Context: an optimization exercise on an open-source flow, tuned for small area, a short achievable clock period and few clock cycles per item. The choices shown serve that exercise and are no tape-out recipe.
RTL that was checked went through simulation tests only; none was proved equivalent to the original.

## north
## sm4_top
module sm4_top (
    clk,rst,start,i_plaintext,i_key,
    o_data,o_done
);
==> flow/config.mk <==
export PLATFORM = sky130hd
export DESIGN_NAME = sm4_top
export DESIGN_NICKNAME = sm4_top
export VERILOG_FILES = /design/flow/design.v
export SDC_FILE = /design/flow/constraint.sdc
export NUM_CORES = 4
export LEC_CHECK = 0
export ABC_AREA = 1
export CAP_MARGIN = 20
export CORE_MARGIN = 2
export CORE_UTILIZATION = 50
export CTS_CLUSTER_DIAMETER = 100
export CTS_CLUSTER_SIZE = 30
export SETUP_SLACK_MARGIN = 4.05
export SLEW_MARGIN = 20
==> flow/constraint.sdc <==
create_clock -name core_clock -period 6.5 [get_ports {clk}]
set_input_delay 1.3000 -clock core_clock [delete_from_list [all_inputs] [get_ports {clk}]]
set_output_delay 1.3000 -clock core_clock [all_outputs]
set_load 0.01 [all_outputs]
standard.sh (not shown) runs the stock make flow with config.mk's settings and CLKGATE_MAP_FILE= SYNTH_SCRIPT=/design/flow/synth_recipe.tcl, a recipe that flattens the netlist after the stock synthesis.
==> flow/flow/run.sh <==
#!/bin/bash
# The standard ORFS layout (standard.sh), with two synthesis changes:
#  - ADDER_MAP_FILE empty: Yosys's full/half-adder extraction would turn the
#    XOR/AND pairs of the S-box and linear layers into slow adder cells that
#    ABC cannot restructure.
#  - the 3-input XOR/XNOR cells are added to DONT_USE_CELLS (on top of the
#    platform's list): ABC chains them in the linear layers, and they are
#    slower than trees of 2-input XORs.
set -euo pipefail
PLATFORM_DONT_USE=$(sed -n '/^export DONT_USE_CELLS += /,/^#/p' \
    "$FLOW_HOME/platforms/sky130hd/config.mk" | grep -o 'sky130_fd_sc_hd__[a-z0-9_]*' | tr '\n' ' ')
EXTRA="sky130_fd_sc_hd__xor3_1 sky130_fd_sc_hd__xor3_2 sky130_fd_sc_hd__xor3_4 sky130_fd_sc_hd__xnor3_1 sky130_fd_sc_hd__xnor3_2 sky130_fd_sc_hd__xnor3_4"
bash standard.sh ADDER_MAP_FILE= "DONT_USE_CELLS=$PLATFORM_DONT_USE $EXTRA" finish > standard.log 2>&1
Here is what was changed in the inputs of south compared with north.
--- a/flow/design.v
+++ b/flow/design.v
@@ -152,19 +152,18 @@
     reg             data_r;
     reg             comp;    
     reg             outp;    
     reg             wk;      
     reg             wd;      
     reg             krot;    
     reg             kins;    
     reg             klate;   
     reg             kd;
-    reg             s1k;     
     reg     [31:0]  kr0, kr1, kr2, kr3;
     reg     [31:0]  dr0, dr1, dr2, dr3;
     reg     [31:0]  pre;     
     reg     [71:0]  s1g;     
     reg     [15:0]  s1p;     
     reg     [31:0]  s2s;     
     reg  [31:0] ck;
     always @(*) begin
         case (rnd)
@@ -198,23 +197,23 @@
             5'd27: ck = 32'hf4fb0209;
             5'd28: ck = 32'h10171e25;
             5'd29: ck = 32'h2c333a41;
             5'd30: ck = 32'h484f565d;
             5'd31: ck = 32'h646b7279;
         endcase
     end
     always @(posedge clk) begin
         if (m3 == 2'd2)
-            pre <= kr1 ^ kr2 ^ ck;
+            pre <= kr1 ^ kr2 ^ ck ^ dr3;
         else
-            pre <= dr1 ^ dr2 ^ kr0;
+            pre <= dr1 ^ dr2 ^ kr0 ^ kr3;
     end
-    wire [31:0] b = pre ^ (s1k ? kr0 : dr0);
+    wire [31:0] b = pre ^ kr0 ^ dr0;
     wire [15:0] p1;
     wire [71:0] gm1;
     genvar gi;
     generate
         for (gi = 0; gi < 4; gi = gi + 1) begin : st1
             wire [7:0] g;
             wire [9:0] m;
             sbox_lin lin(.b(b[8*gi+7:8*gi]), .g(g), .m(m));
             sbox_mul mul(.g(g), .m(m), .p(p1[4*gi+3:4*gi]));
@@ -311,31 +310,29 @@
             m3     <= 2'd2;
             rnd    <= 5'd0;
             comp   <= 1'b0;
             outp   <= 1'b0;
             wk     <= 1'b0;
             wd     <= 1'b0;
             krot   <= 1'b0;
             kins   <= 1'b0;
             klate  <= 1'b0;
-            s1k    <= 1'b0;
             done_r <= 1'b0;
         end else begin
             phase  <= phase_n;
             cnt    <= cnt_n;
             m3     <= m3_n;
             rnd    <= rnd_n;
             comp   <= (phase_n == PH_COMP);
             outp   <= (phase_n == PH_OUT);
             wk     <= (phase_n == PH_COMP) & (m3_n == 2'd2) & (cnt_n >= 7'd3);
             wd     <= (phase_n == PH_COMP) & (m3_n == 2'd0) & (cnt_n >= 7'd7);
             krot   <= (phase_n == PH_COMP) & (cnt_n != 7'd0);
-            s1k    <= (m3_n == 2'd0);
             kins   <= (phase_n == PH_LOAD) & (cnt_n[4:0] == 5'd0);
             klate  <= ((phase_n == PH_LOAD) & (cnt_n >= 7'd96)) |
                       ((phase_n == PH_COMP) & (cnt_n == 7'd0));
             done_r <= start & (comp_end | (outp & ~out_end));
         end
     end
     always @(posedge clk)
         data_r <= start & (comp_end ? nd[31] : (outp & ~out_end & tap));
     assign o_done = done_r;
### Flow results
- Status: worst slack on hold paths parity (south, north)
- north has higher global-route wire length before repair than south.
- Against north, register-to-register slack in south came out better.
- Number of global-route vias before repair of south falls short of that of north by a few percent.
- HPWL reported at the end of detailed placement is higher on south
- Between south and north, instance count on the critical path is lower for south, north comes in above that.
- south against north: fraction of final layout cells sized beyond drive strength 1 went down 8.5 points; simple logic cell fraction of the synthesized area went up 1.7 points; sequential portion of the cell area went up 2.3 points; cell area went down about 6.6%.
- Looking only at total core area, and setting everything else aside, the lower value of south and north goes to north.
- Going from north to south, the detailed-route via count was found to have gone down by 268.
Testbench counts of south, summed over its fixed seeds: cycles 22,848, blocks 64.
For north, only the layout was checked, not whether the RTL still works.


the baseline:
Another version of the RTL of sm4_top (not shown whole).
Size in the first run: ~390 flip-flops, about 7 I/O pins.
==> module sm4_top, before the edit <==
module sm4_top (
    clk,rst,start,i_plaintext,i_key,
    o_data,o_done
);
    input           clk;
    input           rst;
    input           start;
    input           i_plaintext;
    input           i_key;
    output          o_data;
    output          o_done;
    localparam [1:0] PH_LOAD = 2'd0, PH_COMP = 2'd1, PH_OUT = 2'd2;
    localparam [127:0] FK = {32'ha3b1bac6, 32'h56aa3350, 32'h677d9197, 32'hb27022dc};
    localparam [6:0] COMP_LAST = 7'd100;
    reg     [1:0]   phase;
    reg     [6:0]   cnt;
    reg     [1:0]   m3;
    reg     [4:0]   rnd;
    reg             done_r;
    reg             data_r;
    reg             comp;    
    reg             outp;    
    reg             wk;      
    reg             wd;      
    reg     [31:0]  kr0, kr1, kr2, kr3;
    reg     [31:0]  dr0, dr1, dr2, dr3;
    reg     [31:0]  pre;     
    reg     [31:0]  s1b;     
    reg     [15:0]  s1p;     
    reg     [31:0]  s2s;     
    reg  [31:0] ck;
    always @(*) begin
        case (rnd)
            5'd0: ck = 32'h00070e15;
            5'd1: ck = 32'h1c232a31;
            5'd2: ck = 32'h383f464d;
            5'd3: ck = 32'h545b6269;
            5'd4: ck = 32'h70777e85;
            5'd5: ck = 32'h8c939aa1;
            5'd6: ck = 32'ha8afb6bd;
            5'd7: ck = 32'hc4cbd2d9;
            5'd8: ck = 32'he0e7eef5;
            5'd9: ck = 32'hfc030a11;
            5'd10: ck = 32'h181f262d;
            5'd11: ck = 32'h343b4249;
            5'd12: ck = 32'h50575e65;
            5'd13: ck = 32'h6c737a81;
            5'd14: ck = 32'h888f969d;
            5'd15: ck = 32'ha4abb2b9;
            5'd16: ck = 32'hc0c7ced5;
            5'd17: ck = 32'hdce3eaf1;
            5'd18: ck = 32'hf8ff060d;
            5'd19: ck = 32'h141b2229;
            5'd20: ck = 32'h30373e45;
            5'd21: ck = 32'h4c535a61;
            5'd22: ck = 32'h686f767d;
            5'd23: ck = 32'h848b9299;
            5'd24: ck = 32'ha0a7aeb5;
            5'd25: ck = 32'hbcc3cad1;
            5'd26: ck = 32'hd8dfe6ed;
            5'd27: ck = 32'hf4fb0209;
            5'd28: ck = 32'h10171e25;
            5'd29: ck = 32'h2c333a41;
            5'd30: ck = 32'h484f565d;
            5'd31: ck = 32'h646b7279;
        endcase
    end
    always @(posedge clk) begin
        if (m3 == 2'd2)
            pre <= kr1 ^ kr2 ^ ck ^ dr3;
        else
            pre <= dr1 ^ dr2 ^ kr0 ^ kr3;
    end
    wire [31:0] b = pre ^ kr0 ^ dr0;
    wire [31:0] p1;
    genvar gi;
    generate
        for (gi = 0; gi < 4; gi = gi + 1) begin : st1
            wire [7:0] g;
            wire [9:0] m;
            sbox_lin lin(.b(b[8*gi+7:8*gi]), .g(g), .m(m));
            sbox_mul mul(.g(g), .m(m), .p(p1[4*gi+3:4*gi]));
        end
    endgenerate
    always @(posedge clk) begin
        s1b <= b;
        s1p <= p1;
    end
    wire [31:0] s;
    generate
        for (gi = 0; gi < 4; gi = gi + 1) begin : st2
            wire [7:0] g;
            wire [9:0] m;
            wire [3:0] l;
            sbox_lin lin(.b(s1b[8*gi+7:8*gi]), .g(g), .m(m));
            sbox_inv inv(.p(s1p[4*gi+3:4*gi]), .l(l));
            sbox_bot bot(.g(g), .m(m), .l(l), .Sb(s[8*gi+7:8*gi]));
        end
    endgenerate
    always @(posedge clk) begin
        s2s <= s;
    end
    wire [31:0] lk = s2s ^ {s2s[18:0], s2s[31:19]} ^ {s2s[8:0], s2s[31:9]};
    wire [31:0] ld = s2s ^ {s2s[29:0], s2s[31:30]} ^ {s2s[21:0], s2s[31:22]}
                         ^ {s2s[13:0], s2s[31:14]} ^ {s2s[7:0], s2s[31:8]};
    wire [31:0] nk = kr3 ^ lk;
    wire [31:0] nd = dr3 ^ ld;
    wire fk = FK[7'd127 - cnt];
    always @(posedge clk) begin
        if (wk)
            kr0 <= nk;
        else if (comp)
            kr0 <= kr3;
        else
            kr0 <= {kr0[30:0], kr1[31]};
        if (wd)
            dr0 <= nd;
        else if (comp)
            dr0 <= dr3;
        else
            dr0 <= {dr0[30:0], outp ? dr0[31] : dr1[31]};
        if (comp) begin
            kr1 <= kr0;
            kr2 <= kr1;
            kr3 <= kr2;
            dr1 <= dr0;
            dr2 <= dr1;
            dr3 <= dr2;
        end else begin
            kr3 <= {kr3[30:0], i_key ^ fk};
            kr2 <= {kr2[30:0], kr3[31]};
            kr1 <= {kr1[30:0], kr2[31]};
            dr3 <= {dr3[30:0], outp ? dr3[31] : i_plaintext};
            dr2 <= {dr2[30:0], outp ? dr2[31] : dr3[31]};
            dr1 <= {dr1[30:0], outp ? dr1[31] : dr2[31]};
        end
    end
    wire [6:0] kn = cnt + 7'd1;
    wire [1:0] q = kn[6:5];
    wire       tap = (q == 2'd0) ? dr0[30] : (q == 2'd1) ? dr3[30] :
                     (q == 2'd2) ? dr2[30] : dr1[30];
    wire       comp_end = comp & (cnt == COMP_LAST);
    wire       out_end  = outp & (cnt == 7'd127);
    reg  [1:0] phase_n;
    reg  [6:0] cnt_n;
    reg  [1:0] m3_n;
    reg  [4:0] rnd_n;
    always @(*) begin
        phase_n = phase;
        cnt_n   = kn;
        m3_n    = 2'd2;
        rnd_n   = 5'd0;
        if (!start) begin
            phase_n = PH_LOAD;
            cnt_n   = 7'd0;
        end else if (phase == PH_LOAD) begin
            if (cnt == 7'd127) phase_n = PH_COMP;
        end else if (comp) begin
            m3_n  = (m3 == 2'd2) ? 2'd0 : m3 + 2'd1;
            rnd_n = (m3 == 2'd0) ? rnd + 5'd1 : rnd;
            if (comp_end) begin
                phase_n = PH_OUT;
                cnt_n   = 7'd0;
            end
        end else begin
            if (out_end) phase_n = PH_LOAD;
        end
    end
    always @(posedge clk or negedge rst) begin
        if (!rst) begin
            phase  <= PH_LOAD;
            cnt    <= 7'd0;
            m3     <= 2'd2;
            rnd    <= 5'd0;
            comp   <= 1'b0;
            outp   <= 1'b0;
            wk     <= 1'b0;
            wd     <= 1'b0;
            done_r <= 1'b0;
            data_r <= 1'b0;
        end else begin
            phase  <= phase_n;
            cnt    <= cnt_n;
            m3     <= m3_n;
            rnd    <= rnd_n;
            comp   <= (phase_n == PH_COMP);
            outp   <= (phase_n == PH_OUT);
            wk     <= (phase_n == PH_COMP) & (m3_n == 2'd2) & (cnt_n >= 7'd3);
            wd     <= (phase_n == PH_COMP) & (m3_n == 2'd0) & (cnt_n >= 7'd7);
            done_r <= start & (comp_end | (outp & ~out_end));
            data_r <= start & (comp_end ? nd[31] : (outp & ~out_end & tap));
        end
    end
    assign o_done = done_r;
    assign o_data = data_r;
endmodule
==> flow/config.mk <==
export PLATFORM = sky130hd
export DESIGN_NAME = sm4_top
export DESIGN_NICKNAME = sm4_top
export VERILOG_FILES = /design/flow/design.v
export SDC_FILE = /design/flow/constraint.sdc
export NUM_CORES = 4
export LEC_CHECK = 0
export CAP_MARGIN = 20
export CORE_MARGIN = 2
export CORE_UTILIZATION = 40
export SETUP_SLACK_MARGIN = 4.0
export SLEW_MARGIN = 20
==> flow/constraint.sdc <==
create_clock -name core_clock -period 6.5 [get_ports {clk}]
set_input_delay 1.3000 -clock core_clock [delete_from_list [all_inputs] [get_ports {clk}]]
set_output_delay 1.3000 -clock core_clock [all_outputs]
set_load 0.01 [all_outputs]
Scripts as last shown in full above: flow/flow/run.sh
Changes in the candidate relative to the baseline:
--- a/flow/design.v
+++ b/flow/design.v
@@ -155,4 +155,8 @@
     reg             wk;      
     reg             wd;      
+    reg             krot;    
+    reg             kins;    
+    reg             klate;   
+    reg             kd;
     reg     [31:0]  kr0, kr1, kr2, kr3;
     reg     [31:0]  dr0, dr1, dr2, dr3;
@@ -239,11 +243,18 @@
     wire [31:0] nd = dr3 ^ ld;
     wire fk = FK[7'd127 - cnt];
+    wire kbit = i_key ^ fk;
+    always @(posedge clk) kd <= kbit;
     always @(posedge clk) begin
         if (wk)
             kr0 <= nk;
-        else if (comp)
+        else if (krot)
             kr0 <= kr3;
         else
-            kr0 <= {kr0[30:0], kr1[31]};
+            kr0 <= {kr0[30:0], klate ? kd : kbit};
+        kr1 <= (krot | kins) ? kr0 : kr3;
+        kr2 <= kr1;
+        kr3 <= kr2;
+    end
+    always @(posedge clk) begin
         if (wd)
             dr0 <= nd;
@@ -253,14 +264,8 @@
             dr0 <= {dr0[30:0], outp ? dr0[31] : dr1[31]};
         if (comp) begin
-            kr1 <= kr0;
-            kr2 <= kr1;
-            kr3 <= kr2;
             dr1 <= dr0;
             dr2 <= dr1;
             dr3 <= dr2;
         end else begin
-            kr3 <= {kr3[30:0], i_key ^ fk};
-            kr2 <= {kr2[30:0], kr3[31]};
-            kr1 <= {kr1[30:0], kr2[31]};
             dr3 <= {dr3[30:0], outp ? dr3[31] : i_plaintext};
             dr2 <= {dr2[30:0], outp ? dr2[31] : dr3[31]};
@@ -309,4 +314,7 @@
             wk     <= 1'b0;
             wd     <= 1'b0;
+            krot   <= 1'b0;
+            kins   <= 1'b0;
+            klate  <= 1'b0;
             done_r <= 1'b0;
             data_r <= 1'b0;
@@ -320,4 +328,8 @@
             wk     <= (phase_n == PH_COMP) & (m3_n == 2'd2) & (cnt_n >= 7'd3);
             wd     <= (phase_n == PH_COMP) & (m3_n == 2'd0) & (cnt_n >= 7'd7);
+            krot   <= (phase_n == PH_COMP) & (cnt_n != 7'd0);
+            kins   <= (phase_n == PH_LOAD) & (cnt_n[4:0] == 5'd0);
+            klate  <= ((phase_n == PH_LOAD) & (cnt_n >= 7'd96)) |
+                      ((phase_n == PH_COMP) & (cnt_n == 7'd0));
             done_r <= start & (comp_end | (outp & ~out_end));
             data_r <= start & (comp_end ? nd[31] : (outp & ~out_end & tap));
## What came out
In the candidate, the routing usage on met3 came out 0.57 points above the value in the baseline.
Changes observed in the candidate relative to the baseline: worst setup slack climbed 0.10 ns, DRC violation total after the first TritonRoute iteration did not really move.
On clock skew, the baseline beats the candidate.
Floorplan check, the candidate vs the baseline: die outline smaller in the candidate
Compared with the baseline, the candidate shows core region area that has gone down slightly.
Count of different cell masters after synthesis was higher in the run labelled the candidate.
Between the baseline and the candidate, routed wire length increased.
Testbench counts of the candidate, summed over its fixed seeds: cycles 22,848, blocks 64.
Function not checked in the baseline: the RTL went through the layout flow alone.

[port drivers added, routing unchanged]
Ports are ideal in the flow. The routed layouts listed here were re-timed in OpenROAD. Step 1, drivers: a clkbuf_16 drives clk and a buf_2 each remaining input, both assumed. Step 2 adds t to the input delays and takes it off the output delays; t is the mean of the earliest and latest rising clock arrival at the registers after step 1. Input paths then give back, and output paths get back, about the clock's delay inside the block. Slacks: no drivers / after step 1 / after step 2; pairs: no drivers / after step 1.
run | t (ns) | setup WS [ns] | hold WS [ns] | clock arrival spread, ns | worst register clock-pin slew, ns
north | 0.611 | 3.856 / 3.856 / 3.683 | 0.360 / 0.360 / 0.360 | 0.027 / 0.027 | 0.12 / 0.12
south | 0.595 | 4.103 / 4.050 / 3.618 | 0.362 / 0.362 / 0.362 | 0.035 / 0.035 | 0.12 / 0.12
the baseline | 0.621 | 3.905 / 3.905 / 3.705 | 0.511 / 0.511 / 0.511 | 0.017 / 0.017 | 0.06 / 0.06
the candidate | 0.615 | 4.006 / 3.987 / 3.604 | 0.354 / 0.354 / 0.354 | 0.023 / 0.023 | 0.07 / 0.07
After both steps setup and hold are still met in every run listed. The setup slack of south, which loses most, moves by -0.053 ns with the drivers and by -0.485 ns with both steps.
